From an optimization exercise on the open Yosys and OpenROAD flow, aimed at small area; shortcuts taken in it are not production practice. In this exercise RTL edits were held to simulation tests only and were not proved equivalent to the original. Power figures rest on the tool's default switching activity, not on a simulated workload.

**design/flow/design.v**
```verilog
package utils_top;
parameter bit [7-1:0] OP_LUI    = 7'b0110111 ;  
parameter bit [7-1:0] OP_AUIPC  = 7'b0010111 ;  
parameter bit [7-1:0] OP_IMM    = 7'b0010011 ;  
parameter bit [7-1:0] OP_RR     = 7'b0110011 ;  
parameter bit [7-1:0] OP_FENCE  = 7'b0001111 ;  
parameter bit [7-1:0] OP_CSR    = 7'b1110011 ;  
parameter bit [7-1:0] OP_LOAD   = 7'b0000011 ;  
parameter bit [7-1:0] OP_STORE  = 7'b0100011 ;  
parameter bit [7-1:0] OP_JAL    = 7'b1101111 ;  
parameter bit [7-1:0] OP_JALR   = 7'b1100111 ;  
parameter bit [7-1:0] OP_BRANCH = 7'b1100011 ;  
parameter bit [4-1:0] ALU_ADD   = 4'b0000 ;  
parameter bit [4-1:0] ALU_SUB   = 4'b1000 ;  
parameter bit [4-1:0] ALU_AND   = 4'b0111 ;  
parameter bit [4-1:0] ALU_OR    = 4'b0110 ;  
parameter bit [4-1:0] ALU_XOR   = 4'b0100 ;  
parameter bit [4-1:0] ALU_SLT   = 4'b0010 ;  
parameter bit [4-1:0] ALU_SLTU  = 4'b0011 ;  
parameter bit [4-1:0] ALU_SRL   = 4'b0101 ;  
parameter bit [4-1:0] ALU_SRA   = 4'b1101 ;  
parameter bit [4-1:0] ALU_SLL   = 4'b0001 ;  
parameter bit [3-1:0] ALU_BEQ   =  3'b000 ;  
parameter bit [3-1:0] ALU_BNE   =  3'b001 ;  
parameter bit [3-1:0] ALU_BLT   =  3'b100 ;  
parameter bit [3-1:0] ALU_BGE   =  3'b101 ;  
parameter bit [3-1:0] ALU_BGEU  =  3'b111 ;  
parameter bit [3-1:0] ALU_ADDI  =  3'b000 ;  
parameter bit [4-1:0] ALU_SLLI  = 4'b0001 ;  
parameter bit [3-1:0] ALU_SLTI  =  3'b010 ;  
parameter bit [3-1:0] ALU_SLTIU =  3'b011 ;  
parameter bit [3-1:0] ALU_XORI  =  3'b100 ;  
parameter bit [4-1:0] ALU_SRLI  = 4'b0101 ;  
parameter bit [4-1:0] ALU_SRAI  = 4'b1101 ;  
parameter bit [3-1:0] ALU_ORI   =  3'b110 ;  
parameter bit [3-1:0] ALU_ANDI  =  3'b111 ;  
parameter bit [32-1:0] BUBBLE = 32'h33 ;  
endpackage
import utils_top::* ;  
module fetch_top #(
   parameter int INST_MEM_BYTE_ADD_W = 8  
)(
   input  logic [32-1:0] cfg_trap_hdlr_addr ,  
   input  logic [32-1:0] pc                 ,  
   output logic [32-1:0] pc_next            ,  
   output logic [32-1:0] id_inst            ,  
   input  logic          intrlock_bubble    ,  
   output logic          id_branch_taken    ,  
   output logic [32-1:0] id_branch_nt_pc    ,  
   input  logic          ex_branch_flush    ,  
   input  logic [32-1:0] ex_branch_pc       ,  
   input  logic          exc_main_addr_mis  ,  
   input  logic          exc_main_addr_oob  ,  
   output logic          exc_inst_addr_mis  ,  
   output logic          exc_inst_addr_oob  ,  
   output logic [32-1:0] mem_addr   ,  
   input  logic [32-1:0] mem_dat_out   
);
logic [07-1:0] opcode            ; 
logic [32-1:0] int_inst          ; 
logic [32-1:0] b_imm             ; 
logic [32-1:0] j_imm             ; 
logic [32-1:0] pc_p4             ; 
logic [32-1:0] pc_pb             ; 
logic [32-1:0] pc_pj             ; 
logic          jump2trap_cond    ; 
logic [32-1:0] pc_next_unmasked  ; 
assign opcode = int_inst[6:0] ; 
assign b_imm = { {20{int_inst[31]}} , int_inst[07] , int_inst[30:25] , int_inst[11:08] ,                           1'b0 } ; 
assign j_imm = { {12{int_inst[31]}} , int_inst[19:12] , int_inst[20] , int_inst[30:25] , int_inst[24:21] ,         1'b0 } ; 
assign pc_p4 = pc + 4 ; 
assign pc_pb = pc + b_imm ; 
assign pc_pj = pc + j_imm ;
assign id_branch_taken = opcode==OP_BRANCH & b_imm[31] ; 
assign id_branch_nt_pc = id_branch_taken ? pc_p4 : pc_pb ; 
assign pc_next_unmasked = ex_branch_flush ? ex_branch_pc       :  
                          intrlock_bubble ? pc                 :  
                          opcode==OP_JAL  ? pc_pj              :  
                          id_branch_taken ? pc_pb              :  
                                            pc_p4              ;  
assign pc_next = jump2trap_cond ? cfg_trap_hdlr_addr :  
                                  pc_next_unmasked   ;  
assign exc_inst_addr_mis = |(pc_next_unmasked[1:0]) ; 
assign exc_inst_addr_oob = |(pc_next_unmasked[32-1:INST_MEM_BYTE_ADD_W]) ; 
assign jump2trap_cond = exc_inst_addr_mis | exc_inst_addr_oob | exc_main_addr_mis | exc_main_addr_oob ; 
assign mem_addr = pc ; 
assign int_inst = ex_branch_flush ? BUBBLE      :
                                    mem_dat_out ; 
assign id_inst = int_inst ; 
endmodule
module decode_regfile #(
   parameter REGS_PTR_W =  5 ,  
   parameter REGS_NUM   = 32 ,  
   parameter REG_SIZE   = 32    
)(
   input  logic                  clk   ,  
   input  logic                  rst_n ,  
   input  logic                  we    ,  
   input  logic [REGS_PTR_W-1:0] wa    ,  
   input  logic [REG_SIZE  -1:0] wd    ,  
   input  logic [REGS_PTR_W-1:0] rs1   ,  
   input  logic [REGS_PTR_W-1:0] rs2   ,  
   output logic [REG_SIZE  -1:0] rd1   ,  
   output logic [REG_SIZE  -1:0] rd2      
);
logic [REGS_NUM-1:0][REG_SIZE-1:0] reg_array  ;  
logic [REGS_NUM-1:0]               reg_we_vec ;  
genvar REG_IDX ; 
generate
   for (REG_IDX=0; REG_IDX<REGS_NUM; REG_IDX++) begin: gen_regfile_loop
      assign reg_we_vec[REG_IDX] = we & (wa == REG_IDX[REGS_PTR_W-1:0]) & (REG_IDX!=0) ;  
      always_ff @(posedge clk) 
         if (!rst_n)  
            reg_array[REG_IDX] <= REG_SIZE'(0) ; 
         else if (reg_we_vec[REG_IDX])  
            reg_array[REG_IDX] <= wd ; 
   end
endgenerate
assign rd1 = reg_array[rs1] ; 
assign rd2 = reg_array[rs2] ; 
endmodule
import utils_top::* ;  
module decode_top ( 
   input  logic          clk             ,  
   input  logic          rst_n           ,  
   input  logic          ex_fwd_we       ,  
   input  logic [ 5-1:0] ex_fwd_dst      ,  
   input  logic [32-1:0] ex_fwd_dat      ,  
   input  logic          ma_fwd_we       ,  
   input  logic [ 5-1:0] ma_fwd_dst      ,  
   input  logic [32-1:0] ma_fwd_dat      ,  
   input  logic          if_branch_taken ,  
   input  logic [32-1:0] if_branch_nt_pc ,  
   output logic          ex_branch_taken ,  
   output logic [32-1:0] ex_branch_nt_pc ,  
   input  logic          ex_branch_flush ,  
   input  logic [32-1:0] wb_pc           ,  
   input  logic [32-1:0] wb_inst         ,  
   input  logic [32-1:0] wb_dat          ,  
   input  logic [32-1:0] if_inst         ,  
   input  logic [32-1:0] if_pc           ,  
   input  logic          ex_load         ,  
   output logic          intrlock_bubble ,  
   output logic [32-1:0] ex_inst         ,  
   output logic [32-1:0] ex_pc           ,  
   output logic [32-1:0] ex_dat_a        ,  
   output logic [32-1:0] ex_dat_b        ,  
   output logic [32-1:0] ex_rd2             
);
logic [32-1:0] inst           ;  
logic [32-1:0] i_imm          ;  
logic [32-1:0] s_imm          ;  
logic [32-1:0] b_imm          ;  
logic [32-1:0] u_imm          ;  
logic [32-1:0] j_imm          ;  
logic [ 7-1:0] opcode         ;  
logic [32-1:0] imm            ;  
logic          rgf_we         ;  
logic [05-1:0] rgf_wa         ;  
logic [32-1:0] rgf_wd         ;  
logic          rd1_re         ;  
logic          rd2_re         ;  
logic [05-1:0] rgf_rs1        ;  
logic [05-1:0] rgf_rs2        ;  
logic [32-1:0] rgf_rd1        ;  
logic [32-1:0] rgf_rd2        ;  
logic [32-1:0] fwd_rd1        ;  
logic [32-1:0] fwd_rd2        ;  
logic [32-1:0] wb_fwd_dat     ; 
logic [05-1:0] wb_fwd_dst     ; 
logic          wb_fwd_we      ; 
logic          fwd_rd1_ex_sel ;
logic          fwd_rd1_ma_sel ;
logic          fwd_rd1_wb_sel ;
logic          fwd_rd1_no_fwd ;  
logic          fwd_rd2_ex_sel ;
logic          fwd_rd2_ma_sel ;
logic          fwd_rd2_wb_sel ;
logic          fwd_rd2_no_fwd ;  
assign inst  = if_inst ; 
assign i_imm = { {21{inst[31]}}            , inst[30:25] , inst[24:21] ,               inst[20] } ; 
assign s_imm = { {21{inst[31]}}            , inst[30:25] , inst[11:08] ,               inst[07] } ; 
assign b_imm = { {20{inst[31]}} , inst[07] , inst[30:25] , inst[11:08] ,                   1'b0 } ; 
assign u_imm = { inst[31]                  , inst[30:20] , inst[19:12] ,                  12'b0 } ; 
assign j_imm = { {12{inst[31]}} , inst[19:12] , inst[20] , inst[30:25] , inst[24:21] ,     1'b0 } ; 
assign opcode = inst[6:0] ; 
always_comb begin
   case (opcode) 
      OP_LUI    : imm = u_imm ; 
      OP_AUIPC  : imm = u_imm ; 
      OP_STORE  : imm = s_imm ; 
      OP_JAL    : imm = j_imm ; 
      OP_BRANCH : imm = b_imm ; 
      default   : imm = i_imm ; 
   endcase
end
assign rgf_we  = ~(wb_inst[6:0]==OP_STORE | wb_inst[6:0]==OP_BRANCH) ; 
assign rgf_wa  = wb_inst[11:7] ; 
assign rgf_wd  = wb_dat        ; 
assign rgf_rs1 = inst[19:15]   ; 
assign rgf_rs2 = inst[24:20]   ; 
decode_regfile i_regfile (
   .clk   (clk     ),  
   .rst_n (rst_n   ),  
   .we    (rgf_we  ),  
   .wa    (rgf_wa  ),  
   .wd    (rgf_wd  ),  
   .rs1   (rgf_rs1 ),  
   .rs2   (rgf_rs2 ),  
   .rd1   (rgf_rd1 ),  
   .rd2   (rgf_rd2 )   
);
assign wb_fwd_we  = rgf_we ; 
assign wb_fwd_dst = rgf_wa ; 
assign wb_fwd_dat = rgf_wd ; 
assign rd1_re = opcode==OP_IMM | opcode==OP_RR | opcode==OP_LOAD | opcode==OP_STORE | opcode==OP_JALR | opcode==OP_BRANCH ; 
assign rd2_re =                  opcode==OP_RR                   | opcode==OP_STORE                   | opcode==OP_BRANCH ; 
assign fwd_rd1_ex_sel = ex_fwd_we & ex_fwd_dst!=5'h0 & rd1_re & ex_fwd_dst==rgf_rs1 ; 
assign fwd_rd1_ma_sel = ma_fwd_we & ma_fwd_dst!=5'h0 & rd1_re & ma_fwd_dst==rgf_rs1 & ~fwd_rd1_ex_sel ; 
assign fwd_rd1_wb_sel = wb_fwd_we & wb_fwd_dst!=5'h0 & rd1_re & wb_fwd_dst==rgf_rs1 & ~fwd_rd1_ex_sel & ~fwd_rd1_ma_sel ; 
assign fwd_rd1_no_fwd = ~fwd_rd1_ex_sel & ~fwd_rd1_ma_sel & ~fwd_rd1_wb_sel ;  
assign fwd_rd2_ex_sel = ex_fwd_we & ex_fwd_dst!=5'h0 & rd2_re & ex_fwd_dst==rgf_rs2 ; 
assign fwd_rd2_ma_sel = ma_fwd_we & ma_fwd_dst!=5'h0 & rd2_re & ma_fwd_dst==rgf_rs2 & ~fwd_rd2_ex_sel ; 
assign fwd_rd2_wb_sel = wb_fwd_we & wb_fwd_dst!=5'h0 & rd2_re & wb_fwd_dst==rgf_rs2 & ~fwd_rd2_ex_sel & ~fwd_rd2_ma_sel ; 
assign fwd_rd2_no_fwd = ~fwd_rd2_ex_sel & ~fwd_rd2_ma_sel & ~fwd_rd2_wb_sel ;  
assign fwd_rd1 = ({32{fwd_rd1_ex_sel}} & ex_fwd_dat) | ({32{fwd_rd1_ma_sel}} & ma_fwd_dat) | ({32{fwd_rd1_wb_sel}} & wb_fwd_dat) | ({32{fwd_rd1_no_fwd}} & rgf_rd1) ; 
assign fwd_rd2 = ({32{fwd_rd2_ex_sel}} & ex_fwd_dat) | ({32{fwd_rd2_ma_sel}} & ma_fwd_dat) | ({32{fwd_rd2_wb_sel}} & wb_fwd_dat) | ({32{fwd_rd2_no_fwd}} & rgf_rd2) ; 
assign intrlock_bubble = ex_load & (ex_fwd_dst!=5'h0) & ((rd1_re & ex_fwd_dst==rgf_rs1) | (rd2_re & ex_fwd_dst==rgf_rs2)) ; 
assign ex_inst   = ex_branch_flush | intrlock_bubble ? BUBBLE : inst ; 
assign ex_pc     = if_pc   ; 
assign ex_dat_a  = (opcode==OP_AUIPC) ? ex_pc : fwd_rd1 ;  
assign ex_dat_b  = (opcode==OP_RR | opcode==OP_BRANCH) ? fwd_rd2 : imm ; 
assign ex_rd2    = fwd_rd2 ; 
assign ex_branch_taken = if_branch_taken ; 
assign ex_branch_nt_pc = if_branch_nt_pc ; 
endmodule
import utils_top::* ;  
module execute_alu (
   input  logic [ 7-1:0] opcode ,  
   input  logic [ 3-1:0] funct3 ,  
   input  logic [ 1-1:0] funct7 ,  
   input  logic [32-1:0] a      ,  
   input  logic [32-1:0] b      ,  
   output logic [32-1:0] y         
);
logic [32-1:0] mask_stype        ; 
logic [32-1:0] mask_jtype        ;
logic [32-1:0] mask_rtype_add    ; 
logic [32-1:0] mask_rtype_sub    ; 
logic [32-1:0] mask_rtype_and    ; 
logic [32-1:0] mask_rtype_or     ; 
logic [32-1:0] mask_rtype_xor    ; 
logic [32-1:0] mask_rtype_slt    ; 
logic [32-1:0] mask_rtype_sltu   ; 
logic [32-1:0] mask_rtype_srl    ; 
logic [32-1:0] mask_rtype_sra    ; 
logic [32-1:0] mask_rtype_sll    ; 
logic [32-1:0] mask_rtype        ; 
logic [32-1:0] mask_btype_eq     ; 
logic [32-1:0] mask_btype_lt     ; 
logic [32-1:0] mask_btype_ltu    ; 
logic [32-1:0] mask_btype        ;
logic [32-1:0] mask_itype_add    ; 
logic [32-1:0] mask_itype_sll    ; 
logic [32-1:0] mask_itype_slt    ; 
logic [32-1:0] mask_itype_sltu   ; 
logic [32-1:0] mask_itype_xor    ; 
logic [32-1:0] mask_itype_srl    ; 
logic [32-1:0] mask_itype_sra    ; 
logic [32-1:0] mask_itype_or     ; 
logic [32-1:0] mask_itype_and    ; 
logic [32-1:0] mask_itype        ;
logic [32-1:0] mask_utype        ; 
logic [32-1:0] res_add           ;
logic [32-1:0] res_sub           ;
logic [32-1:0] res_and           ;
logic [32-1:0] res_or            ;
logic [32-1:0] res_xor           ;
logic [32-1:0] res_slt           ; 
logic [32-1:0] res_sltu          ; 
logic [32-1:0] res_sll           ; 
logic [32-1:0] res_srl           ; 
logic [32-1:0] res_sra           ; 
logic [32-1:0] res_rtype         ; 
logic [32-1:0] res_btype         ; 
logic [32-1:0] res_itype         ; 
logic [32-1:0] res_stype         ; 
logic [32-1:0] res_jtype         ; 
logic [32-1:0] res_utype         ; 
assign res_add  = a + b ; 
assign res_sub  = a - b ; 
assign res_and  = a & b ; 
assign res_or   = a | b ; 
assign res_xor  = a ^ b ; 
assign res_slt  = a[31] != b[31] ? (a[31] ? 1 : 0) : (res_sub[31] ? 1 : 0) ; 
assign res_sltu = a < b ? 1 : 0 ; 
assign res_sll  = a << b[4:0] ; 
assign res_srl  = a >> b[4:0] ; 
assign res_sra  = $signed(a) >> b[4:0] ; 
assign mask_rtype_add  = {32{{funct7, funct3}==ALU_ADD  }} ; 
assign mask_rtype_sub  = {32{{funct7, funct3}==ALU_SUB  }} ; 
assign mask_rtype_and  = {32{{funct7, funct3}==ALU_AND  }} ; 
assign mask_rtype_or   = {32{{funct7, funct3}==ALU_OR   }} ; 
assign mask_rtype_xor  = {32{{funct7, funct3}==ALU_XOR  }} ; 
assign mask_rtype_slt  = {32{{funct7, funct3}==ALU_SLT  }} ; 
assign mask_rtype_sltu = {32{{funct7, funct3}==ALU_SLTU }} ; 
assign mask_rtype_srl  = {32{{funct7, funct3}==ALU_SRL  }} ; 
assign mask_rtype_sra  = {32{{funct7, funct3}==ALU_SRA  }} ; 
assign mask_rtype_sll  = {32{{funct7, funct3}==ALU_SLL  }} ; 
assign mask_btype_ltu  = {32{funct3==ALU_BGEU}} ; 
assign mask_btype_lt   = {32{(funct3==ALU_BLT)|(funct3==ALU_BGE)}} ; 
assign mask_btype_eq   = {32{(funct3==ALU_BEQ)|(funct3==ALU_BNE)}} ; 
assign mask_itype_add  = {32{funct3==ALU_ADDI  }} ;  
assign mask_itype_slt  = {32{funct3==ALU_SLTI  }} ;
assign mask_itype_sltu = {32{funct3==ALU_SLTIU }} ;
assign mask_itype_xor  = {32{funct3==ALU_XORI  }} ;
assign mask_itype_or   = {32{funct3==ALU_ORI   }} ;
assign mask_itype_and  = {32{funct3==ALU_ANDI  }} ;
assign mask_itype_sll  = {32{{funct7, funct3}==ALU_SLLI }} ;
assign mask_itype_srl  = {32{{funct7, funct3}==ALU_SRLI }} ;
assign mask_itype_sra  = {32{{funct7, funct3}==ALU_SRAI }} ;
assign res_rtype = ( mask_rtype_add  & res_add  ) | 
                   ( mask_rtype_sub  & res_sub  ) | 
                   ( mask_rtype_and  & res_and  ) |
                   ( mask_rtype_or   & res_or   ) |
                   ( mask_rtype_xor  & res_xor  ) |
                   ( mask_rtype_slt  & res_slt  ) |
                   ( mask_rtype_sltu & res_sltu ) |
                   ( mask_rtype_sll  & res_sll  ) |
                   ( mask_rtype_srl  & res_srl  ) |
                   ( mask_rtype_sra  & res_sra  ) ;
assign res_btype = ( mask_btype_ltu  & res_sltu ) | 
                   ( mask_btype_lt   & res_slt  ) | 
                   ( mask_btype_eq   & res_xor  ) ;
assign res_itype = ( mask_itype_add  & res_add  ) | 
                   ( mask_itype_slt  & res_slt  ) | 
                   ( mask_itype_sltu & res_sltu ) | 
                   ( mask_itype_xor  & res_xor  ) |
                   ( mask_itype_or   & res_or   ) |
                   ( mask_itype_and  & res_and  ) |
                   ( mask_itype_sll  & res_sll  ) |
                   ( mask_itype_srl  & res_srl  ) |
                   ( mask_itype_sra  & res_sra  ) ;
assign res_stype = ( res_add ) ; 
assign res_jtype = ( res_add ) ; 
assign res_utype = ( res_add ) ; 
assign mask_rtype = {32{opcode==OP_RR}} ;
assign mask_jtype = {32{opcode==OP_JAL | opcode==OP_JALR}} ; 
assign mask_btype = {32{opcode==OP_BRANCH}} ;
assign mask_stype = {32{opcode==OP_STORE | opcode==OP_LOAD}} ; 
assign mask_itype = {32{opcode==OP_IMM}} ;
assign mask_utype = {32{(opcode==OP_LUI | opcode==OP_AUIPC)}} ;
assign y = ( mask_rtype & res_rtype ) | 
           ( mask_btype & res_btype ) | 
           ( mask_stype & res_stype ) | 
           ( mask_jtype & res_jtype ) | 
           ( mask_utype & res_utype ) | 
           ( mask_itype & res_itype ) ; 
endmodule
import utils_top::* ;  
module execute_branch_flush (
   input  logic          inst_branch , 
   input  logic          inst_jalr , 
   input  logic [32-1:0] alu_dat_out , 
   input  logic [ 3-1:0] funct3 , 
   input  logic          br_pred , 
   output logic          flush 
);
logic br_act ; 
assign br_act = funct3==ALU_BGEU | funct3==ALU_BGE ?    ~alu_dat_out[0] :  
                funct3==ALU_BLT                    ?     alu_dat_out[0] :  
                funct3==ALU_BEQ                    ? ~(|(alu_dat_out))  :  
                                                       |(alu_dat_out)   ;  
assign flush = inst_jalr | (inst_branch & (br_pred ^ br_act)) ;
endmodule
import utils_top::* ;  
module execute_top (
   input  logic [32-1:0] id_pc           ,  
   input  logic [32-1:0] id_inst         ,  
   input  logic [32-1:0] id_dat_a        ,  
   input  logic [32-1:0] id_dat_b        ,  
   input  logic [32-1:0] id_rd2          ,  
   output logic          id_fwd_we       ,  
   output logic [ 5-1:0] id_fwd_dst      ,  
   output logic [32-1:0] id_fwd_dat      ,  
   output logic          ex_load         ,  
   input  logic          id_branch_taken ,  
   input  logic [32-1:0] id_branch_nt_pc ,  
   output logic          ex_branch_flush ,  
   output logic [32-1:0] ex_branch_pc    ,  
   output logic [32-1:0] ma_inst         ,  
   output logic [32-1:0] ma_pc           ,  
   output logic [32-1:0] ma_dat          ,  
   output logic [32-1:0] ma_rd2             
);
logic inst_branch ;  
logic inst_jalr ;  
execute_alu i_alu (
   .opcode ( id_inst[ 6: 0] ) , 
   .funct3 ( id_inst[14:12] ) , 
   .funct7 ( id_inst[   30] ) ,
   .a      ( id_dat_a       ) , 
   .b      ( id_dat_b       ) , 
   .y      ( ma_dat         )   
);
assign inst_branch = id_inst[6:0]==OP_BRANCH ; 
assign inst_jalr = id_inst[6:0]==OP_JALR ; 
execute_branch_flush i_execute_branch_flush (
   .inst_branch ( inst_branch     ),
   .inst_jalr   ( inst_jalr       ),
   .alu_dat_out ( ma_dat          ),
   .funct3      ( id_inst[14:12]  ),
   .br_pred     ( id_branch_taken ),
   .flush       ( ex_branch_flush )
);
assign ex_branch_pc = inst_jalr ? ma_dat : id_branch_nt_pc ; 
assign id_fwd_we = ~(id_inst[6:0]==OP_STORE | id_inst[6:0]==OP_BRANCH) ; 
assign id_fwd_dst = id_inst[11:7] ; 
assign id_fwd_dat = id_inst[6:0]==OP_JAL | id_inst[6:0]==OP_JALR ? id_pc + 4 : ma_dat ; 
assign ex_load = id_inst[6:0]==OP_LOAD ; 
assign ma_rd2  = id_rd2  ; 
assign ma_inst = ex_branch_flush & inst_branch ? BUBBLE : id_inst ; 
assign ma_pc   = id_pc ; 
endmodule
import utils_top::* ;  
module memory_access_top #(
   parameter MAIN_MEM_BYTE_ADD_W = 8  
)(
   input  logic [32-1:0] ex_pc              ,  
   input  logic [32-1:0] ex_inst            ,  
   input  logic [32-1:0] ex_dat             ,  
   input  logic [32-1:0] ex_rd2             ,  
   output logic          id_fwd_we          ,  
   output logic [ 5-1:0] id_fwd_dst         ,  
   output logic [32-1:0] id_fwd_dat         ,  
   output logic [32-1:0] wb_dat             ,  
   output logic [32-1:0] wb_inst            ,  
   output logic [32-1:0] wb_pc              ,  
   output logic          exc_main_addr_mis  ,  
   output logic          exc_main_addr_oob  ,  
   output logic          mem_cs      ,  
   output logic          mem_wen     ,  
   output logic [32-1:0] mem_addr    ,  
   output logic [32-1:0] mem_dat_in  ,  
   input  logic [32-1:0] mem_dat_out   
);
logic [ 7-1:0] opcode       ; 
logic [ 3-1:0] f3           ; 
logic          mem_wen_int  ; 
logic          wb_sel_mem   ; 
logic          wb_sel_pc    ; 
logic [ 4-1:0] mem_byte_en  ;  
logic [32-1:0] mem_dat_mask ;  
assign opcode = ex_inst[6:0] ;
assign mem_wen_int = opcode==OP_STORE ;  
assign f3 = ex_inst[14:12] ; 
assign mem_byte_en = (f3==3'h0 | f3==3'h4) ? 4'b0001 :  
                     (f3==3'h1 | f3==3'h5) ? 4'b0011 :  
                                             4'b1111 ;  
genvar BYTE_IDX ; 
generate
   for (BYTE_IDX=0; BYTE_IDX<4; BYTE_IDX++) begin: gen_mask_loop
      assign mem_dat_mask[BYTE_IDX*8 +: 8] = {8{mem_byte_en[BYTE_IDX]}} ; 
   end
endgenerate
assign wb_sel_mem = opcode==OP_LOAD ; 
assign wb_sel_pc = opcode==OP_JAL | opcode==OP_JALR ; 
assign wb_dat = wb_sel_mem ? (mem_dat_out & mem_dat_mask) : wb_sel_pc ? (wb_pc + 4) : ex_dat ; 
assign wb_inst = exc_main_addr_mis | exc_main_addr_oob ? BUBBLE : ex_inst ; 
assign wb_pc = ex_pc ; 
assign mem_cs      = 1'b1 ; 
assign mem_wen     = mem_wen_int & ~(exc_main_addr_mis | exc_main_addr_oob) ; 
assign mem_addr    = ex_dat ; 
assign mem_dat_in  = ex_rd2 & mem_dat_mask ; 
assign id_fwd_we = ~(wb_inst[6:0]==OP_STORE | wb_inst[6:0]==OP_BRANCH) ; 
assign id_fwd_dst = wb_inst[11:7] ; 
assign id_fwd_dat = wb_sel_pc ? (wb_pc + 4) : wb_dat ; 
assign exc_main_addr_mis = (mem_wen_int | wb_sel_mem) & (|(mem_addr[1:0])) ; 
assign exc_main_addr_oob = (mem_wen_int | wb_sel_mem) & (|(mem_addr[32-1:MAIN_MEM_BYTE_ADD_W])) ; 
endmodule
module etcpu_mng_regs #(
   parameter int APB_ADD_W = 4 ,  
   parameter int APB_DAT_W = 32   
)(
   input  logic                  clk   ,
   input  logic                  rst_n ,
   output logic [32-1:0]         etcpu_mng_regs_cfg_trap_hdlr_addr        ,
   input  logic                  etcpu_mng_regs_exc_inst_addr_mis_hw_next ,
   input  logic                  etcpu_mng_regs_exc_inst_addr_oob_hw_next ,
   input  logic                  etcpu_mng_regs_exc_main_addr_mis_hw_next ,
   input  logic                  etcpu_mng_regs_exc_main_addr_oob_hw_next ,
   input  logic [32-1:0]         etcpu_mng_regs_epc_val_hw_next           ,
   input  logic                  etcpu_mng_regs_epc_val_hw_we             ,
   output logic                  etcpu_mng_regs___intr                    ,
   input  logic [APB_ADD_W-1:0]  paddr   ,
   input  logic [3-1:0]          pprot   ,
   input  logic                  psel    ,
   input  logic                  penable ,
   input  logic                  pwrite  ,
   input  logic [APB_DAT_W-1:0]  pwdata  ,
   input  logic [APB_DAT_W/8-1:0] pstrb  ,
   input  logic                  pwakeup ,
   output logic                  pready  ,
   output logic [APB_DAT_W-1:0]  prdata  ,
   output logic                  pslverr
);
logic [32-1:0] cfg_trap_hdlr_addr ;
logic [ 4-1:0] exc                ;  
logic [32-1:0] epc_val            ;
logic          addr_ok  ;
logic          wr_acc   ;
logic          wr_cfg   ;
logic          wr_exc   ;
logic [ 4-1:0] exc_set  ;
logic [ 4-1:0] exc_clr  ;
assign addr_ok = (paddr[1:0]==2'b00) & (paddr[APB_ADD_W-1:2] < 3) ;
assign wr_acc  = psel & penable & pwrite & addr_ok ;
assign wr_cfg  = wr_acc & (paddr[APB_ADD_W-1:2]==0) ;
assign wr_exc  = wr_acc & (paddr[APB_ADD_W-1:2]==1) ;
genvar BYTE_IDX ;
generate
   for (BYTE_IDX=0; BYTE_IDX<4; BYTE_IDX++) begin: gen_cfg_loop
      always_ff @(posedge clk)
         if (!rst_n)
            cfg_trap_hdlr_addr[BYTE_IDX*8 +: 8] <= 8'h0 ;
         else if (wr_cfg & pstrb[BYTE_IDX])
            cfg_trap_hdlr_addr[BYTE_IDX*8 +: 8] <= pwdata[BYTE_IDX*8 +: 8] ;
      assign exc_clr[BYTE_IDX] = wr_exc & pstrb[BYTE_IDX] & pwdata[BYTE_IDX*8] ;
   end
endgenerate
assign exc_set = { etcpu_mng_regs_exc_main_addr_oob_hw_next ,
                   etcpu_mng_regs_exc_main_addr_mis_hw_next ,
                   etcpu_mng_regs_exc_inst_addr_oob_hw_next ,
                   etcpu_mng_regs_exc_inst_addr_mis_hw_next } ;
always_ff @(posedge clk) if (!rst_n) exc <= 4'h0 ; else exc <= exc_set | (exc & ~exc_clr) ;
always_ff @(posedge clk) if (!rst_n) epc_val <= 32'h0 ; else if (etcpu_mng_regs_epc_val_hw_we) epc_val <= etcpu_mng_regs_epc_val_hw_next ;
assign etcpu_mng_regs_cfg_trap_hdlr_addr = cfg_trap_hdlr_addr ;
assign etcpu_mng_regs___intr             = |exc_set ;  
assign pready  = 1'b1 ;
assign pslverr = psel & penable & ~addr_ok ;
always_comb begin
   prdata = '0 ;
   if (psel & ~pwrite & addr_ok) begin
      case (paddr[APB_ADD_W-1:2])
         0       : prdata = cfg_trap_hdlr_addr ;
         1       : prdata = {7'h0, exc[3], 7'h0, exc[2], 7'h0, exc[1], 7'h0, exc[0]} ;
         default : prdata = epc_val ;
      endcase
   end
end
endmodule
module etcpu_top #(
   parameter  int INST_MEM_BYTE_ADD_W =  8 ,  
   parameter  int MAIN_MEM_BYTE_ADD_W =  8 ,  
   parameter  int APB_ADD_W           =  4 ,  
   parameter  int APB_DAT_W           = 32 ,  
   localparam int APB_STRB_W     = int'(APB_DAT_W/8)    
)(
   input  logic                  clk                ,  
   input  logic                  rst_n              ,  
   input  logic [APB_ADD_W -1:0] mng_apb4_s_paddr   ,
   input  logic [3         -1:0] mng_apb4_s_pprot   , 
   input  logic                  mng_apb4_s_psel    ,
   input  logic                  mng_apb4_s_penable ,
   input  logic                  mng_apb4_s_pwrite  ,
   input  logic [APB_DAT_W -1:0] mng_apb4_s_pwdata  ,
   input  logic [APB_STRB_W-1:0] mng_apb4_s_pstrb   ,
   input  logic                  mng_apb4_s_pwakeup ,
   output logic                  mng_apb4_s_pready  ,
   output logic [APB_DAT_W -1:0] mng_apb4_s_prdata  ,
   output logic                  mng_apb4_s_pslverr ,
   output logic                  exc_evnt_agg       ,  
   output logic                  main_mem_cs        ,  
   output logic                  main_mem_wen       ,  
   output logic [32-1:0]         main_mem_addr      ,  
   output logic [32-1:0]         main_mem_dat_in    ,  
   input  logic [32-1:0]         main_mem_dat_out   ,  
   output logic [32-1:0]         inst_mem_addr      ,  
   input  logic [32-1:0]         inst_mem_dat_out      
);
logic [32-1:0] cfg_trap_hdlr_addr      ;
logic          exc_inst_addr_mis       ; 
logic          exc_inst_addr_oob       ;
logic          exc_main_addr_mis       ;
logic          exc_main_addr_oob       ;
logic [32-1:0] pc_next                 ; 
logic [32-1:0] if2id_inst_next         ; 
logic [32-1:0] ma2wb_pc_next           ; 
logic [32-1:0] ma2wb_inst_next         ;
logic [32-1:0] ma2wb_dat_next          ;
logic [32-1:0] id2ex_pc_next           ; 
logic [32-1:0] id2ex_inst_next         ; 
logic [32-1:0] id2ex_dat_a_next        ;
logic [32-1:0] id2ex_dat_b_next        ;
logic [32-1:0] id2ex_rd2_next          ;
logic [32-1:0] ex2ma_pc_next           ; 
logic [32-1:0] ex2ma_inst_next         ;
logic [32-1:0] ex2ma_rd2_next          ;
logic [32-1:0] ex2ma_dat_next          ;
logic [32-1:0] ex2id_fwd_dat           ;
logic [05-1:0] ex2id_fwd_dst           ;
logic          ex2id_fwd_we            ;
logic [32-1:0] ma2id_fwd_dat           ;
logic [05-1:0] ma2id_fwd_dst           ;
logic          ma2id_fwd_we            ;
logic          ex_load                 ;
logic          intrlock_bubble         ;
logic          branch_flush            ;
logic [32-1:0] branch_flush_pc         ;
logic          if2id_branch_taken_next ; 
logic [32-1:0] if2id_branch_nt_pc_next ; 
logic          id2ex_branch_taken_next ; 
logic [32-1:0] id2ex_branch_nt_pc_next ; 
logic [32-1:0] pc                 ; 
logic [32-1:0] if2id_pc           ; 
logic [32-1:0] if2id_inst         ; 
logic [32-1:0] ma2wb_pc           ; 
logic [32-1:0] ma2wb_inst         ;
logic [32-1:0] ma2wb_dat          ;
logic [32-1:0] id2ex_inst         ; 
logic [32-1:0] id2ex_dat_a        ;
logic [32-1:0] id2ex_dat_b        ;
logic [32-1:0] id2ex_rd2          ;
logic [32-1:0] id2ex_pc           ; 
logic [32-1:0] ex2ma_inst         ;
logic [32-1:0] ex2ma_rd2          ;
logic [32-1:0] ex2ma_dat          ;
logic [32-1:0] ex2ma_pc           ; 
logic          if2id_branch_taken ; 
logic [32-1:0] if2id_branch_nt_pc ; 
logic          id2ex_branch_taken ; 
logic [32-1:0] id2ex_branch_nt_pc ; 
fetch_top #(.INST_MEM_BYTE_ADD_W(INST_MEM_BYTE_ADD_W)) i_fetch_top (
   .cfg_trap_hdlr_addr (cfg_trap_hdlr_addr      ),  
   .pc                 (pc                      ),  
   .pc_next            (pc_next                 ),  
   .id_inst            (if2id_inst_next         ),  
   .intrlock_bubble    (intrlock_bubble         ),  
   .id_branch_taken    (if2id_branch_taken_next ),
   .id_branch_nt_pc    (if2id_branch_nt_pc_next ),
   .ex_branch_flush    (branch_flush            ),
   .ex_branch_pc       (branch_flush_pc         ),
   .exc_main_addr_mis  (exc_main_addr_mis       ),  
   .exc_main_addr_oob  (exc_main_addr_oob       ),  
   .exc_inst_addr_mis  (exc_inst_addr_mis       ),  
   .exc_inst_addr_oob  (exc_inst_addr_oob       ),  
   .mem_addr          (inst_mem_addr           ),  
   .mem_dat_out       (inst_mem_dat_out        )   
);
decode_top i_decode_top (
   .clk             (clk                     ),  
   .rst_n           (rst_n                   ),  
   .ex_fwd_we       (ex2id_fwd_we            ),  
   .ex_fwd_dst      (ex2id_fwd_dst           ),  
   .ex_fwd_dat      (ex2id_fwd_dat           ),  
   .ma_fwd_we       (ma2id_fwd_we            ),  
   .ma_fwd_dst      (ma2id_fwd_dst           ),  
   .ma_fwd_dat      (ma2id_fwd_dat           ),  
   .wb_pc           (ma2wb_pc                ),  
   .wb_inst         (ma2wb_inst              ),  
   .wb_dat          (ma2wb_dat               ),  
   .if_pc           (if2id_pc                ),  
   .if_inst         (if2id_inst              ),  
   .ex_load         (ex_load                 ),  
   .intrlock_bubble (intrlock_bubble         ),  
   .if_branch_taken (if2id_branch_taken      ),
   .if_branch_nt_pc (if2id_branch_nt_pc      ),
   .ex_branch_taken (id2ex_branch_taken_next ),
   .ex_branch_nt_pc (id2ex_branch_nt_pc_next ),
   .ex_branch_flush (branch_flush            ),
   .ex_pc           (id2ex_pc_next           ),  
   .ex_inst         (id2ex_inst_next         ),  
   .ex_dat_a        (id2ex_dat_a_next        ),  
   .ex_dat_b        (id2ex_dat_b_next        ),  
   .ex_rd2          (id2ex_rd2_next          )   
);
execute_top i_execute_top (
   .id_pc           (id2ex_pc           ),  
   .id_inst         (id2ex_inst         ),  
   .id_dat_a        (id2ex_dat_a        ),  
   .id_dat_b        (id2ex_dat_b        ),  
   .id_rd2          (id2ex_rd2          ),  
   .id_fwd_we       (ex2id_fwd_we       ),  
   .id_fwd_dst      (ex2id_fwd_dst      ),  
   .id_fwd_dat      (ex2id_fwd_dat      ),  
   .ex_load         (ex_load            ),  
   .id_branch_taken (id2ex_branch_taken ),
   .id_branch_nt_pc (id2ex_branch_nt_pc ),
   .ex_branch_flush (branch_flush       ),
   .ex_branch_pc    (branch_flush_pc    ),
   .ma_pc           (ex2ma_pc_next      ),  
   .ma_inst         (ex2ma_inst_next    ),  
   .ma_dat          (ex2ma_dat_next     ),  
   .ma_rd2          (ex2ma_rd2_next     )   
);
memory_access_top #(.MAIN_MEM_BYTE_ADD_W(MAIN_MEM_BYTE_ADD_W)) i_memory_access_top (
   .ex_pc             (ex2ma_pc         ),  
   .ex_inst           (ex2ma_inst       ),  
   .ex_dat            (ex2ma_dat        ),  
   .ex_rd2            (ex2ma_rd2        ),  
   .wb_dat            (ma2wb_dat_next   ),  
   .wb_inst           (ma2wb_inst_next  ),  
   .wb_pc             (ma2wb_pc_next    ),  
   .id_fwd_we         (ma2id_fwd_we     ),  
   .id_fwd_dst        (ma2id_fwd_dst    ),  
   .id_fwd_dat        (ma2id_fwd_dat    ),  
   .exc_main_addr_mis (exc_main_addr_mis),  
   .exc_main_addr_oob (exc_main_addr_oob),  
   .mem_cs            (main_mem_cs      ),  
   .mem_wen           (main_mem_wen     ),  
   .mem_addr          (main_mem_addr    ),  
   .mem_dat_in        (main_mem_dat_in  ),  
   .mem_dat_out       (main_mem_dat_out )   
);
always_ff @(posedge clk) if (!rst_n) pc                 <=    0 ;                                                       else pc <= 32'(pc_next[INST_MEM_BYTE_ADD_W-1:0])   ; 
always_ff @(posedge clk) if (!rst_n) if2id_pc           <=    0 ;                                                       else if2id_pc           <= pc                      ; 
always_ff @(posedge clk) if (!rst_n) if2id_inst         <=    0 ;  else if (intrlock_bubble) if2id_inst <= if2id_inst ; else if2id_inst         <= if2id_inst_next         ; 
always_ff @(posedge clk) if (!rst_n) if2id_branch_taken <= 1'b0 ;                                                       else if2id_branch_taken <= if2id_branch_taken_next ; 
always_ff @(posedge clk) if (!rst_n) if2id_branch_nt_pc <=    0 ;                                                       else if2id_branch_nt_pc <= if2id_branch_nt_pc_next ; 
always_ff @(posedge clk) if (!rst_n) id2ex_inst         <=    0 ;                                                       else id2ex_inst         <= id2ex_inst_next         ; 
always_ff @(posedge clk) if (!rst_n) id2ex_dat_a        <=    0 ;                                                       else id2ex_dat_a        <= id2ex_dat_a_next        ; 
always_ff @(posedge clk) if (!rst_n) id2ex_dat_b        <=    0 ;                                                       else id2ex_dat_b        <= id2ex_dat_b_next        ; 
always_ff @(posedge clk) if (!rst_n) id2ex_rd2          <=    0 ;                                                       else id2ex_rd2          <= id2ex_rd2_next          ; 
always_ff @(posedge clk) if (!rst_n) id2ex_pc           <=    0 ;                                                       else id2ex_pc           <= id2ex_pc_next           ; 
always_ff @(posedge clk) if (!rst_n) id2ex_branch_taken <= 1'b0 ;                                                       else id2ex_branch_taken <= id2ex_branch_taken_next ; 
always_ff @(posedge clk) if (!rst_n) id2ex_branch_nt_pc <=    0 ;                                                       else id2ex_branch_nt_pc <= id2ex_branch_nt_pc_next ; 
always_ff @(posedge clk) if (!rst_n) ex2ma_pc           <=    0 ;                                                       else ex2ma_pc           <= ex2ma_pc_next           ; 
always_ff @(posedge clk) if (!rst_n) ex2ma_inst         <=    0 ;                                                       else ex2ma_inst         <= ex2ma_inst_next         ; 
always_ff @(posedge clk) if (!rst_n) ex2ma_rd2          <=    0 ;                                                       else ex2ma_rd2          <= ex2ma_rd2_next          ; 
always_ff @(posedge clk) if (!rst_n) ex2ma_dat          <=    0 ;                                                       else ex2ma_dat          <= ex2ma_dat_next          ; 
always_ff @(posedge clk) if (!rst_n) ma2wb_pc           <=    0 ;                                                       else ma2wb_pc           <= ma2wb_pc_next           ; 
always_ff @(posedge clk) if (!rst_n) ma2wb_inst         <=    0 ;                                                       else ma2wb_inst         <= ma2wb_inst_next         ; 
always_ff @(posedge clk) if (!rst_n) ma2wb_dat          <=    0 ;                                                       else ma2wb_dat          <= ma2wb_dat_next          ; 
etcpu_mng_regs i_etcpu_mng_regs ( 
   .clk   (clk   ),
   .rst_n (rst_n ),
   .etcpu_mng_regs_cfg_trap_hdlr_addr        (cfg_trap_hdlr_addr ),  
   .etcpu_mng_regs_exc_inst_addr_mis_hw_next (exc_inst_addr_mis  ),  
   .etcpu_mng_regs_exc_inst_addr_oob_hw_next (exc_inst_addr_oob  ),  
   .etcpu_mng_regs_exc_main_addr_mis_hw_next (exc_main_addr_mis  ),  
   .etcpu_mng_regs_exc_main_addr_oob_hw_next (exc_main_addr_oob  ),  
   .etcpu_mng_regs_epc_val_hw_next           (pc                 ),  
   .etcpu_mng_regs_epc_val_hw_we             (exc_evnt_agg       ),  
   .etcpu_mng_regs___intr                    (exc_evnt_agg       ),  
   .paddr   (mng_apb4_s_paddr   ),
   .pprot   (mng_apb4_s_pprot   ),
   .psel    (mng_apb4_s_psel    ),
   .penable (mng_apb4_s_penable ),
   .pwrite  (mng_apb4_s_pwrite  ),
   .pwdata  (mng_apb4_s_pwdata  ),
   .pstrb   (mng_apb4_s_pstrb   ),
   .pwakeup (mng_apb4_s_pwakeup ),
   .pready  (mng_apb4_s_pready  ),
   .prdata  (mng_apb4_s_prdata  ),
   .pslverr (mng_apb4_s_pslverr )
);
endmodule
```
**design/flow/run.sh**
```bash
#!/bin/bash
# synth_recipe.tcl (not shown) runs the flow's synth.tcl, then flattens the netlist and writes it again
# the make line also repeats each setting of config.mk as NAME=value (left out here)
make -C /OpenROAD-flow-scripts/flow DESIGN_CONFIG=/design/flow/config.mk WORK_HOME=/design/flow/orfs CLKGATE_MAP_FILE= SYNTH_SCRIPT=/design/flow/synth_recipe.tcl finish
```
**design/flow/config.mk**
```make
export PLATFORM = sky130hd
export DESIGN_NAME = etcpu_top
export DESIGN_NICKNAME = etcpu_top
export VERILOG_FILES = /design/flow/design.v
export SDC_FILE = /design/flow/constraint.sdc
export NUM_CORES = 4
export LEC_CHECK = 0
export CAP_MARGIN = 20
export CORE_MARGIN = 2
export CORE_UTILIZATION = 40
export SLEW_MARGIN = 20
```
**design/flow/constraint.sdc**
```tcl
create_clock -name core_clock -period 15.0 [get_ports {clk}]
set_input_delay 3.0000 -clock core_clock [delete_from_list [all_inputs] [get_ports {clk}]]
set_output_delay 3.0000 -clock core_clock [all_outputs]
set_load 0.01 [all_outputs]
```
==> results.cfg <==
[yosys]
synth-seq-area-share_pct = 35.74
synth_area_mm2 = 0.07802
synth-edff-count = 0
avgSynthCellArea_um2 = 8.566
synth_ff_type = dfxtp_1
synth_cell_types = 109
async_reset_ff_share_pct = 0
syn_inst = 9108
ys_seq_elements = 1393
synth-warning-count = 4

[floorplan]
die_area_mm2 = 0.1986
core_area_mm2 = 0.1944
start_util_pct = 40.14
io-pin-count = 246
die_w_um = 445.6
die_h_um = 445.6
rows = 162

[drt]
routed_via_density = 6.225
wl_mm = 321.2
avgRoutedWirePerCell_um = 27.92
antenna_left = 0
drt-initial-drc-count = 9332
num_vias = 71620
drt_first_pass_iters = 9
drc = 0

[place]
hpwl_mm = 206.8
gp_congestion = 1.002
portBuffers = 215

[sta]
period_share_pct = 96.96
final_hold_viol_count = 0
rsz0062_at_grt = false
relSlewSlack_pct = 15.04
skew_ns = 0.05598
holdWs_ns = 0.4175
timing.setup.tns_ns = 0
clock.fmax_mhz = 68.76
finalSetupViolations = 0
tightest_slew_ns = 1.261
period_minus_slack_ns = 14.54
slew_viol_final = 0

[hold_path]
hold_class = reg2reg
worstHoldStart = if2id_branch_nt_pc[22]$_SDFF_PP0_

[global_routing]
grt_max_degree = 212
antenna_found_initial = 15
track_usage_pct = 31.51
grt_overflow = 0
grt_first_pass_wirelength_mm = 466.6
grt_pass1_vias = 68880

[cts]
cts_sinks = 1393
clockBufferDepth = 3
root_buffer = clkbuf_16
cts_tree = yes
cts_buffers = 154
path_clk_slew_ns = 0.06
clock_latency_ns = 0.87
cts_max_level = 4

[power]
peakVddDrop_v = 0.0001374
p_per_area_mw_per_mm2 = 94.25
p_leak_nw = 29.15

[critical_path]
required_ns = 12.00
cp-end-kind = output pin
cp_common_cell = ha_1
arrival_ns = 11.54
cp-start-kind = register
crit_path_max_incr_delay_ns = 0.65
r2r-start = id2ex_dat_a[9]$_SDFF_PP0_
crit_type = reg2out
cp-startpoint = id2ex_dat_a[9]$_SDFF_PP0_
slowest_stage = dfxtp_1
critPathMaxFanout = 10

[cells_and_area]
fin_nets = 9068
area_delta_synth_final_pct = 11.99
final_common_cell = nand2_1
layout_common_cells = nand2_1 (2300), dfxtp_1 (1360), a21oi_1 (1311)
fin_util_pct = 44.95
drive_gt1_share_pct = 15.27

[job]
cap_violations = 0

[outcome]
status = timing/DRC/antenna clean
registers in the layout, indices dropped and copies added, names as in the netlist, 32 cells and up:
register,count
ma2wb_dat,32
id2ex_rd2,32
ex2ma_rd2,32
if2id_inst,32
i_etcpu_mng_regs.cfg_trap_hdlr_addr,32
id2ex_dat_b,32
i_decode_top.i_regfile.reg_array,992
ex2ma_dat,32
id2ex_dat_a,32
worst paths after layout:
path | end | slack (ns) | depth (start not counted)
hold reg to reg | id2ex_branch_nt_pc[22]$_SDFF_PN0_ | 0.42 | 1
hold / removal | id2ex_branch_nt_pc[22]$_SDFF_PN0_ | 0.42 | 1
setup reg to reg | pc[0]$_SDFF_PN0_ | 4.23 | 42
setup / recovery | exc_evnt_agg | 0.46 | 41
synth_stat cells, types with 100 or more instances:
cell type,instances,area (um2)
nand2_1,2328,8738
dfxtp_1,1393,27890
a21oi_1,1315,6581
clkbuf_1,635,2384
mux4_2,604,13600
nor2_1,487,1828
and2_1,178,1114
buf_1,172,645.6
mux2i_1,148,1481
o21ai_0,142,710.7
inv_1,123,461.7
ha_1,115,1439
mux2_2,113,1272
nand3_1,100,500.5
metal layers:
metal  vias to the layer above  track usage (%)  part of all wire (%)
met5                         -                0                 0.011
met4                         6            19.48                   7.1
met3                      1084            6.250                   9.6
met2                      4029            50.11                    46
met1                     34900            39.31                    37
li1                      31600                -                     -
cell type report:
cell class	instances	area (um2)
timing repair buffer	446	3995
tap	2542	3181
inverter	128	488.0
multi-input combinational	6712	46580
fill	18570	107000
antenna	5	12.51
sequential	1393	27960
clock inverter	52	711.9
clock buffer	226	4437
worst max-delay path: cells and delay by family, from the launching register on:
| family | cells | cell delay (ns) |
|---|---|---|
| AO/OA/AOI/OAI | 18 | 4.18 |
| adder cells (fa/ha/maj) | 5 | 1.63 |
| buffers and inverters | 4 | 0.89 |
| flip-flops | 1 | 0.65 |
| AND/OR/NAND/NOR | 14 | 3.33 |
metrics by stage:
step           cells  cell area, um2  total power [mW]  setup WS [ns]
2_1_floorplan   9132           78110             4.197          2.917
3_3_place_gp   11220           82050             4.398         0.8034
5_1_grt        11500           87370             8.447        0.07928
6_report       11500           87370             8.234         0.4562
4_1_cts        11500           87250             8.252        0.06644
3_5_place_dp   11220           82080             4.399         0.8379
timing repair:
action / CTS / global route
setup buffers: 0 / 1
gates resized for setup: 4 / 34
pin swaps: 0 / 1
gates cloned: 0 / 0
endpoints found under the setup margin: 1 / 1
hold buffers: 0 / 0
power breakdown:
part | switching, mW | internal (mW) | total [mW]
logic | 0.377 | 0.192 | 0.570
clock network | 1.67 | 2.23 | 3.90
registers | 0.0427 | 3.72 | 3.77
logic make-up after synthesis:
logic type	count (synthesis)	share of synthesized area (%)
DFF	1393	35.74
adders and majority gates	120	1.973
xor gates and xnor gates	83	0.9318
AOI/OAI and AO/OA	2092	15.80
other	2	0.009626
muxes	876	21.16
buffers and inverters	1027	5.315
and+or+nand+nor	3515	19.07

static timing again, ports no longer ideal:
No port has a modelled driver above. Below, the same layout with a new extraction and two added sets of constraints. Step 1 (the two cells are an assumption about what drives the block):
set clk [get_ports {clk}]
set_driving_cell -lib_cell sky130_fd_sc_hd__clkbuf_16 $clk
set_driving_cell -lib_cell sky130_fd_sc_hd__buf_2 [delete_from_list [all_inputs] $clk]
Step 2 adds t to the input delays and takes it off the output delays; t is the mean of the earliest and latest rising clock arrival at the registers after step 1. Input paths then give back, and output paths get back, about the clock's delay inside the block. a / b / c = ideal ports / drivers / drivers and shift; a / b = the first two.
t (ns): 0.924
slack for setup (ns): 0.456 / 0.370 / 1.294
latest minus earliest clock arrival (ns): 0.060 / 0.060
worst data-port slew with drivers (ns): 0.09
After both steps setup and hold are still met in this run. The setup slack of this run moves by -0.086 ns with the drivers and by +0.838 ns with both steps.
